From an optimization exercise on the open Yosys and OpenROAD flow, aimed at small area; shortcuts taken in it are not production practice.
The RTL was checked by simulation tests, not by an equivalence proof against the original design.

## rev 12
==> module ADD8, before the edit <==
module ADD8 (input [7:0] a, input [7:0] b, output [7:0] s);
  assign s = ~(a + b + 8'd1);
endmodule
==> module TRIPLE, before the edit <==
module TRIPLE (input [7:0] x, output [9:0] t);
  wire [4:0] lo = {1'b0, x[3:0]} + {1'b0, x[2:0], 1'b0};
  wire [5:0] hi = {2'b0, x[7:4]} + {1'b0, x[7:3]} + {5'b0, lo[4]};
  assign t = {hi, lo[3:0]};
endmodule
Settings: LEC_CHECK=0, CAP_MARGIN=20, CORE_MARGIN=2, CORE_UTILIZATION=45, SLEW_MARGIN=20, SYNTH_HIERARCHICAL=1; clock period 12.0 ns.
standard.sh (not shown) runs the stock make flow with config.mk's settings and CLKGATE_MAP_FILE= SYNTH_SCRIPT=/design/flow/synth_recipe.tcl, a recipe that flattens the netlist after the stock synthesis.
==> flow/flow/run.sh <==
#!/bin/bash
# Own layout flow: the standard flow (standard.sh), with two changes:
#  1. after the standard synthesis, combinational cells that synthesis mapped at a
#     higher drive strength are put back to the smallest drive strength of the
#     same function (the later timing repair sizes up whatever needs it);
#  2. the port buffers that placement adds use the smallest buffer cell.
set -euo pipefail
R=orfs/results/sky130hd/FullyConnectedLayer/base
PORTBUF="BUFFER_PORTS_ARGS=-buffer_cell sky130_fd_sc_hd__buf_1"
bash standard.sh "$PORTBUF" synth > flow_synth.log 2>&1
python3 flow/downsize.py $R/1_2_yosys.v > flow_downsize.log 2>&1
rm -f $R/1_synth.odb $R/1_synth.sdc
bash standard.sh "$PORTBUF" finish > flow_finish.log 2>&1
==> flow/flow/downsize.py <==
"""Rewrite a mapped sky130hd netlist in place: each combinational cell whose type has a
smaller drive strength of the same function (same pins) is changed to the smallest one.
Flip-flops, buffers, inverters, clock cells and tie cells are left alone."""
import re
import sys

path = sys.argv[1]
src = open(path).read()
SMALLEST = {
    'a21boi': '0', 'a21oi': '1', 'a21o': '1', 'a22oi': '1', 'a22o': '1', 'a211oi': '1',
    'a211o': '1', 'a31oi': '1', 'a31o': '1', 'a311oi': '1', 'a311o': '1', 'a41oi': '1',
    'and2': '0', 'and3': '1', 'and4': '1', 'nand2': '1', 'nand3': '1', 'nand4': '1',
    'nand2b': '1', 'nand3b': '1', 'nor2': '1', 'nor3': '1', 'nor4': '1', 'nor2b': '1',
    'nor3b': '1', 'nor4b': '1', 'o21ai': '0', 'o21a': '1', 'o21bai': '1', 'o211ai': '1',
    'o211a': '1', 'o22ai': '1', 'o22a': '1', 'o31ai': '1', 'o31a': '1', 'o311a': '1',
    'o311ai': '0', 'or2': '0', 'or3': '1', 'or4': '1', 'xor2': '1', 'xnor2': '1',
    'xnor3': '1', 'xor3': '1', 'mux2i': '1', 'mux2': '1', 'maj3': '1', 'fa': '1', 'ha': '1',
    'a2111oi': '0', 'a221oi': '1', 'a222oi': '1',
}
count = {}


def repl(m):
    base, size = m.group(1), m.group(2)
    if base in SMALLEST and size != SMALLEST[base]:
        count[m.group(0)] = count.get(m.group(0), 0) + 1
        return 'sky130_fd_sc_hd__%s_%s ' % (base, SMALLEST[base])
    return m.group(0)


out = re.sub(r'\bsky130_fd_sc_hd__([a-z0-9]+)_(\d+) ', repl, src)
open(path, 'w').write(out)
for k, v in sorted(count.items()):
    print(v, k)
> inputs changed (rev 12 -> rev 13)
--- a/flow/design.v
+++ b/flow/design.v
@@ -8834,11 +8834,15 @@
 module PPSEL2 (input d2, input d3, input b, input c, output y);
   assign y = ~((d2 & b) | (d3 & c));
 endmodule
 module ADD8 (input [7:0] a, input [7:0] b, output [7:0] s);
-  assign s = ~(a + b + 8'd1);
+  wire [3:0] lo = {1'b0, a[2:0]} + {1'b0, b[2:0]} + 4'd1;
+  wire [3:0] mi = {1'b0, a[5:3]} + {1'b0, b[5:3]} + {3'b0, lo[3]};
+  wire [1:0] hi = a[7:6] + b[7:6] + {1'b0, mi[3]};
+  assign s = ~{hi, mi[2:0], lo[2:0]};
 endmodule
 module TRIPLE (input [7:0] x, output [9:0] t);
-  wire [4:0] lo = {1'b0, x[3:0]} + {1'b0, x[2:0], 1'b0};
-  wire [5:0] hi = {2'b0, x[7:4]} + {1'b0, x[7:3]} + {5'b0, lo[4]};
-  assign t = {hi, lo[3:0]};
+  wire [3:0] a = {1'b0, x[2:0]} + {1'b0, x[1:0], 1'b0};
+  wire [3:0] b = {1'b0, x[5:3]} + {1'b0, x[4:2]} + {3'b0, a[3]};
+  wire [3:0] c = {2'b0, x[7:6]} + {1'b0, x[7:5]} + {3'b0, b[3]};
+  assign t = {c, b[2:0], a[2:0]};
 endmodule
## What came out
- The post-synthesis instance total of rev 13 falls short of that of rev 12 by 104.
- The synthesized area divided by synthesized cell count of rev 13 exceeds that of rev 12 by about 0.9%.
- In rev 13, the weighted congestion reported at the end of routability-driven placement came out about 2.4% below the value in rev 12.
- | initial core utilization | rev 12 vs rev 13 | ≈ equal |
- Share of the core filled with cells in the final layout, rev 13 and rev 12, lower one = rev 12.
- In terms of sequential share of layout area, rev 13 and rev 12 differ only marginally.

---

== exp/juniper ==
FullyConnectedLayer, a different RTL version from the one above (not shown whole).
==> module TRIPLE, before the edit <==
module TRIPLE (input [7:0] x, output [9:0] t);
  wire [3:0] a = {1'b0, x[2:0]} + {1'b0, x[1:0], 1'b0};
  wire [3:0] b = {1'b0, x[5:3]} + {1'b0, x[4:2]} + {3'b0, a[3]};
  wire [3:0] c = {2'b0, x[7:6]} + {1'b0, x[7:5]} + {3'b0, b[3]};
  assign t = {c, b[2:0], a[2:0]};
endmodule
clock: 12.0 ns
lec_check: 0
cap_margin: 20
core_margin: 2
core_utilization: 45
slew_margin: 20
synth_hierarchical: 1
Scripts as last shown in full above: flow/flow/run.sh, flow/flow/downsize.py
The inputs of exp/ember differ from those of exp/juniper as listed below.
diff --git a/flow/design.v b/flow/design.v
--- a/flow/design.v
+++ b/flow/design.v
@@ -8838,10 +8838,9 @@
   wire [4:0] lo = {1'b0, a[3:0]} + {1'b0, b[3:0]} + 5'd1;
   wire [3:0] hi = a[7:4] + b[7:4] + {3'b0, lo[4]};
   assign s = ~{hi, lo[3:0]};
 endmodule
 module TRIPLE (input [7:0] x, output [9:0] t);
-  wire [3:0] a = {1'b0, x[2:0]} + {1'b0, x[1:0], 1'b0};
-  wire [3:0] b = {1'b0, x[5:3]} + {1'b0, x[4:2]} + {3'b0, a[3]};
-  wire [3:0] c = {2'b0, x[7:6]} + {1'b0, x[7:5]} + {3'b0, b[3]};
-  assign t = {c, b[2:0], a[2:0]};
+  wire [4:0] lo = {1'b0, x[3:0]} + {1'b0, x[2:0], 1'b0};
+  wire [5:0] hi = {2'b0, x[7:4]} + {1'b0, x[7:3]} + {5'b0, lo[4]};
+  assign t = {hi, lo[3:0]};
 endmodule
### Flow results
- exp/ember vs. exp/juniper: buffering overhead has increased, clock transition time at the flip-flop clock pins of the worst setup and hold paths picked up an extra 0.04 ns.
- Looking at fmax across both flows, exp/ember is the stronger of the two, with exp/juniper trailing.
- exp/ember vs exp/juniper: global-route wire length before repair up by a few percent
- Going from exp/juniper to exp/ember, layout overhead on the synthesized area grew by 0.78 points; cell count along the critical path decreased by 1 relative to the old numbers; count of non-CTS buffers in the layout up 26; count of clock-buffer cells in the layout now larger; count of mapped cells out of synthesis increased 0.76%.
- Of the two values seen for global routing's busiest layer, met1 was produced by exp/juniper and met2 by exp/ember.

-- re-timing with driven ports --
No port has a modelled driver above. Below, the same layouts with a new extraction and two added sets of constraints.
Step 1 sets driving cells, clkbuf_16 on the clock port and buf_2 on the other inputs (assumed; they add their load-dependent delay and slew).
Step 2, shift: input delay + t, output delay - t, t = (earliest + latest rising clock arrival at the registers) / 2. This alone moves slack from input paths to output paths.
Three values: no drivers, after step 1, after step 2; two values: the first two.
run | t (ns) | setup slack, ns | hold WS [ns] | worst setup path after step 2 | clock arrival spread, ns
rev 12 | 0.416 | 0.937 / 0.981 / 0.565 | 2.139 / 2.086 / 2.503 | input to register | 0.019 / 0.019
rev 13 | 0.429 | 0.919 / 0.973 / 0.544 | 2.213 / 2.159 / 2.588 | input to register | 0.006 / 0.006
exp/juniper | 0.443 | 0.817 / 0.869 / 0.427 | 2.215 / 2.164 / 2.606 | input to register | 0.015 / 0.015
exp/ember | 0.455 | 0.899 / 0.956 / 0.501 | 2.161 / 2.102 / 2.557 | input to register | 0.034 / 0.034
After both steps setup and hold are still met in every run listed. For exp/ember, which loses most, drivers alone change the setup slack by +0.057 ns; drivers and shift together by -0.398 ns.
